What follows belongs to an exercise in optimizing a design on an open flow for small area; a production flow would make more cautious choices.
Power and IR drop assume default switching activity.

// c6288_top
module c6288_top (clk,
    in256, in239, in222, in205, in188, in171, in154, in137, in120, in103, in86, in69, in52, in35, in18, in1, in528, in511, in494, in477, in460, in443, in426, in409, in392, in375, in358, in341, in324, in307, in290, in273,
    out6287, out6288, out6280, out6270, out6260, out6250, out6240, out6230, out6220, out6210, out6200, out6190, out6180, out6170, out6160, out6150, out6123, out5971, out5672, out5308, out4946, out4591, out4241, out3895, out3552, out3211, out2877, out2548, out2223, out1901, out1581, out545);
Size in the first run: ~32 flip-flops, roughly 0.0074 mm² of cells after synthesis.
clock: 10.0 ns
lec_check: 0
cap_margin: 20
core_margin: 2
core_utilization: 40
slew_margin: 20
run.sh (not shown) runs the stock make flow with config.mk's settings and CLKGATE_MAP_FILE= SYNTH_SCRIPT=/design/flow/synth_recipe.tcl, a recipe that flattens the netlist after the stock synthesis.
The baseline produced a layout that fails on setup timing.
Next try:
--- a/flow/design.v
+++ b/flow/design.v
@@ -1116,58 +1116,21 @@
   assign P[6] = s41;
   assign P[7] = s55;
   assign P[8] = s71;
   assign P[9] = s89;
   assign P[10] = s109;
   assign P[11] = s131;
   assign P[12] = s155;
   assign P[13] = s181;
   wire [17:0] fx = {1'b0, pp_15_15, s445, s443, s439, s433, c416, c404, c390, s389, s373, c336, c314, s313, s289, s263, s235, c182};
   wire [17:0] fy = {1'b0, c446, c444, c440, c434, c426, s425, s415, s403, c374, c356, s355, s335, c290, c264, 1'b0, 1'b0, s207};
-  wire [18:0] rc;
-  assign rc[0] = 1'b0;
-  assign P[14] = fx[0] ^ fy[0] ^ rc[0];
-  assign rc[1] = (fx[0] & fy[0]) | (rc[0] & (fx[0] ^ fy[0]));
-  assign P[15] = fx[1] ^ fy[1] ^ rc[1];
-  assign rc[2] = (fx[1] & fy[1]) | (rc[1] & (fx[1] ^ fy[1]));
-  assign P[16] = fx[2] ^ fy[2] ^ rc[2];
-  assign rc[3] = (fx[2] & fy[2]) | (rc[2] & (fx[2] ^ fy[2]));
-  assign P[17] = fx[3] ^ fy[3] ^ rc[3];
-  assign rc[4] = (fx[3] & fy[3]) | (rc[3] & (fx[3] ^ fy[3]));
-  assign P[18] = fx[4] ^ fy[4] ^ rc[4];
-  assign rc[5] = (fx[4] & fy[4]) | (rc[4] & (fx[4] ^ fy[4]));
-  assign P[19] = fx[5] ^ fy[5] ^ rc[5];
-  assign rc[6] = (fx[5] & fy[5]) | (rc[5] & (fx[5] ^ fy[5]));
-  assign P[20] = fx[6] ^ fy[6] ^ rc[6];
-  assign rc[7] = (fx[6] & fy[6]) | (rc[6] & (fx[6] ^ fy[6]));
-  assign P[21] = fx[7] ^ fy[7] ^ rc[7];
-  assign rc[8] = (fx[7] & fy[7]) | (rc[7] & (fx[7] ^ fy[7]));
-  assign P[22] = fx[8] ^ fy[8] ^ rc[8];
-  assign rc[9] = (fx[8] & fy[8]) | (rc[8] & (fx[8] ^ fy[8]));
-  assign P[23] = fx[9] ^ fy[9] ^ rc[9];
-  assign rc[10] = (fx[9] & fy[9]) | (rc[9] & (fx[9] ^ fy[9]));
-  assign P[24] = fx[10] ^ fy[10] ^ rc[10];
-  assign rc[11] = (fx[10] & fy[10]) | (rc[10] & (fx[10] ^ fy[10]));
-  assign P[25] = fx[11] ^ fy[11] ^ rc[11];
-  assign rc[12] = (fx[11] & fy[11]) | (rc[11] & (fx[11] ^ fy[11]));
-  assign P[26] = fx[12] ^ fy[12] ^ rc[12];
-  assign rc[13] = (fx[12] & fy[12]) | (rc[12] & (fx[12] ^ fy[12]));
-  assign P[27] = fx[13] ^ fy[13] ^ rc[13];
-  assign rc[14] = (fx[13] & fy[13]) | (rc[13] & (fx[13] ^ fy[13]));
-  assign P[28] = fx[14] ^ fy[14] ^ rc[14];
-  assign rc[15] = (fx[14] & fy[14]) | (rc[14] & (fx[14] ^ fy[14]));
-  assign P[29] = fx[15] ^ fy[15] ^ rc[15];
-  assign rc[16] = (fx[15] & fy[15]) | (rc[15] & (fx[15] ^ fy[15]));
-  assign P[30] = fx[16] ^ fy[16] ^ rc[16];
-  assign rc[17] = (fx[16] & fy[16]) | (rc[16] & (fx[16] ^ fy[16]));
-  assign P[31] = fx[17] ^ fy[17] ^ rc[17];
-  assign rc[18] = (fx[17] & fy[17]) | (rc[17] & (fx[17] ^ fy[17]));
+  assign P[31:14] = fx + fy;
 endmodule  
 module fa (a, b, c, s, co);
   input  a, b, c;
   output s, co;
   assign s  = a ^ b ^ c;
   assign co = (a & b) | (c & (a ^ b));
 endmodule
 module ha (a, b, s, co);
   input  a, b;
   output s, co;
This time the run completed with no timing, DRC or antenna violations.
Area after synthesis is higher by 6.6%.
Final cell count rose by 9.6%.
Final area is higher by 4.3%.
Non-clock buffer count falls by 23.
Global-route usage barely changes.
Function was not checked in any run of this note: the RTL went through the layout flow alone.

old:
c6288_top, a different RTL version from the one above (not shown whole).
For scale: about 65 I/O pins, about 7400 sq um of cells after synthesis.
export LEC_CHECK = 0
export CAP_MARGIN = 20
export CORE_MARGIN = 2
export CORE_UTILIZATION = 40
export SLEW_MARGIN = 20
create_clock -name core_clock -period 10.0 [get_ports {clk}]
diff inputs: old => new
--- a/flow/design.v
+++ b/flow/design.v
@@ -895,67 +895,69 @@
   fa r12 (.a(tc384), .b(ts385), .c(rc11), .s(rs12), .co(rc12));
   assign P[12] = ~rs12;
   wire rs13, rc13;
   fa r13 (.a(tc386), .b(ts387), .c(rc12), .s(rs13), .co(rc13));
   assign P[13] = ~rs13;
   wire rs14, rc14;
   fa r14 (.a(tc388), .b(ts389), .c(rc13), .s(rs14), .co(rc14));
   assign P[14] = ~rs14;
   wire rs15, rc15;
   fa r15 (.a(tc390), .b(ts391), .c(rc14), .s(rs15), .co(rc15));
   assign P[15] = ~rs15;
-  wire rs16, rc16;
-  fa r16 (.a(tc392), .b(ts393), .c(rc15), .s(rs16), .co(rc16));
-  assign P[16] = ~rs16;
-  wire rs17, rc17;
-  fa r17 (.a(tc394), .b(ts395), .c(rc16), .s(rs17), .co(rc17));
-  assign P[17] = ~rs17;
+  wire bs16 = ~(tc392 ^ ts393);
+  wire bc16 = tc392 | ts393;
+  wire bs17, bc17;
+  fa b17 (.a(tc394), .b(ts395), .c(bc16), .s(bs17), .co(bc17));
+  assign P[16] = bs16 ^ rc15;
+  assign P[17] = ~(bs17 ^ ~(rc15 | bs16));
+  wire bu17 = bs16 | bs17;
+  wire bco0 = bc17 & (rc15 | bu17);
   wire bs18 = ~(tc396 ^ ts397);
   wire bc18 = tc396 | ts397;
   wire bs19, bc19;
   fa b19 (.a(tc398), .b(ts399), .c(bc18), .s(bs19), .co(bc19));
-  assign P[18] = bs18 ^ rc17;
-  assign P[19] = ~(bs19 ^ ~(rc17 | bs18));
-  wire bu19 = bs18 | bs19;
-  wire bco0 = bc19 & (rc17 | bu19);
-  wire bs20 = ~(tc400 ^ ts401);
-  wire bc20 = tc400 | ts401;
+  wire bs20, bc20;
+  fa b20 (.a(tc400), .b(ts401), .c(bc19), .s(bs20), .co(bc20));
   wire bs21, bc21;
   fa b21 (.a(tc402), .b(ts403), .c(bc20), .s(bs21), .co(bc21));
-  assign P[20] = bs20 ^ bco0;
-  assign P[21] = ~(bs21 ^ ~(bco0 | bs20));
-  wire bu21 = bs20 | bs21;
-  wire bco1 = bc21 & (bco0 | bu21);
-  wire bs22 = ~(tc404 ^ ts405);
-  wire bc22 = tc404 | ts405;
-  wire bs23, bc23;
-  fa b23 (.a(tc406), .b(ts407), .c(bc22), .s(bs23), .co(bc23));
+  wire bs22, bc22;
+  fa b22 (.a(tc404), .b(ts405), .c(bc21), .s(bs22), .co(bc22));
+  assign P[18] = bs18 ^ bco0;
+  assign P[19] = ~(bs19 ^ ~(bco0 | bs18));
+  wire bu19 = bs18 | bs19;
+  assign P[20] = ~(bs20 ^ ~(bco0 | bu19));
+  wire bu20 = bu19 | bs20;
+  assign P[21] = ~(bs21 ^ ~(bco0 | bu20));
+  wire bu21 = bu20 | bs21;
+  assign P[22] = ~(bs22 ^ ~(bco0 | bu21));
+  wire bu22 = bu21 | bs22;
+  wire bco1 = bc22 & (bco0 | bu22);
+  wire bs23 = ~(tc406 ^ ts407);
+  wire bc23 = tc406 | ts407;
   wire bs24, bc24;
   fa b24 (.a(tc408), .b(ts409), .c(bc23), .s(bs24), .co(bc24));
   wire bs25, bc25;
   fa b25 (.a(ts411), .b(tc410), .c(bc24), .s(bs25), .co(bc25));
   wire bs26, bc26;
   fa b26 (.a(ts413), .b(tc412), .c(bc25), .s(bs26), .co(bc26));
   wire bs27, bc27;
   fa b27 (.a(ts415), .b(tc414), .c(bc26), .s(bs27), .co(bc27));
   wire bs28, bc28;
   fa b28 (.a(ts417), .b(tc416), .c(bc27), .s(bs28), .co(bc28));
   wire bs29, bc29;
   fa b29 (.a(ts419), .b(tc418), .c(bc28), .s(bs29), .co(bc29));
   wire bs30, bc30;
   fa b30 (.a(np_15_15), .b(tc420), .c(bc29), .s(bs30), .co(bc30));
-  assign P[22] = bs22 ^ bco1;
-  assign P[23] = ~(bs23 ^ ~(bco1 | bs22));
-  wire bu23 = bs22 | bs23;
-  assign P[24] = ~(bs24 ^ ~(bco1 | bu23));
-  wire bu24 = bu23 | bs24;
+  assign P[23] = bs23 ^ bco1;
+  assign P[24] = ~(bs24 ^ ~(bco1 | bs23));
+  wire bu24 = bs23 | bs24;
   assign P[25] = ~(bs25 ^ ~(bco1 | bu24));
   wire bu25 = bu24 | bs25;
   assign P[26] = ~(bs26 ^ ~(bco1 | bu25));
   wire bu26 = bu25 | bs26;
   assign P[27] = ~(bs27 ^ ~(bco1 | bu26));
   wire bu27 = bu26 | bs27;
   assign P[28] = ~(bs28 ^ ~(bco1 | bu27));
   wire bu28 = bu27 | bs28;
   assign P[29] = ~(bs29 ^ ~(bco1 | bu28));
   wire bu29 = bu28 | bs29;
   assign P[30] = ~(bs30 ^ ~(bco1 | bu29));
[summary]
old and new all finish clean. Between new and old, the fraction of the yosys area taken by sequential cells figures differ only marginally. Relative to old, ratio of final minimum period to clock period has decreased by 1.4 points in new. In terms of die boundary height, new and old differ only marginally. old -> new: number of nets in the layout decreased slightly. Comparing old and new, the higher total power was measured on new. [compare] base=old new=new: routed wire length picked up an extra 210 microns; clock buffer count in the final layout picked up an extra 1. Compared with old, in new overall fraction of global-route tracks in use level; worst hold slack moved up; leakage power figure moved down. Going from old to new, the wire length on met3 was found to have gone down by 310 microns. Sort old and new by final cell count desc -> top: old. Side by side, synthesized cell count turned out higher in new than in old.
Function was not checked in any run of this note: the RTL went through the layout flow alone.

## port drivers added, routing unchanged
The flow's constraints put no driver on any port. The routed layouts listed below were extracted and timed again, unchanged, in two steps.
Step 1, drivers: a clkbuf_16 drives clk and a buf_2 each remaining input, both assumed.
Step 2 times the ports against the registers' clock, not the clock port: input delays grow and output delays shrink by t, the midpoint of the rising clock arrivals with the driver on.
Slacks: ideal / step 1 / step 2; pairs: ideal / step 1.
run	t, ns	setup WS [ns]	worst hold slack (ns)
the first run of note 1	0.337	-2.169 / -2.185 / -2.522	2.031 / 2.043 / 2.380
the second run of note 1	0.330	0.469 / 0.483 / 0.153	2.544 / 2.523 / 2.753
old	0.339	0.260 / 0.284 / -0.055	2.157 / 2.133 / 2.472
new	0.340	0.401 / 0.419 / 0.080	2.401 / 2.378 / 2.718
Met with ideal ports but missed after step 2: setup timing in old. The setup slack of the first run of note 1, which loses most, moves by -0.016 ns with the drivers and by -0.353 ns with both steps.
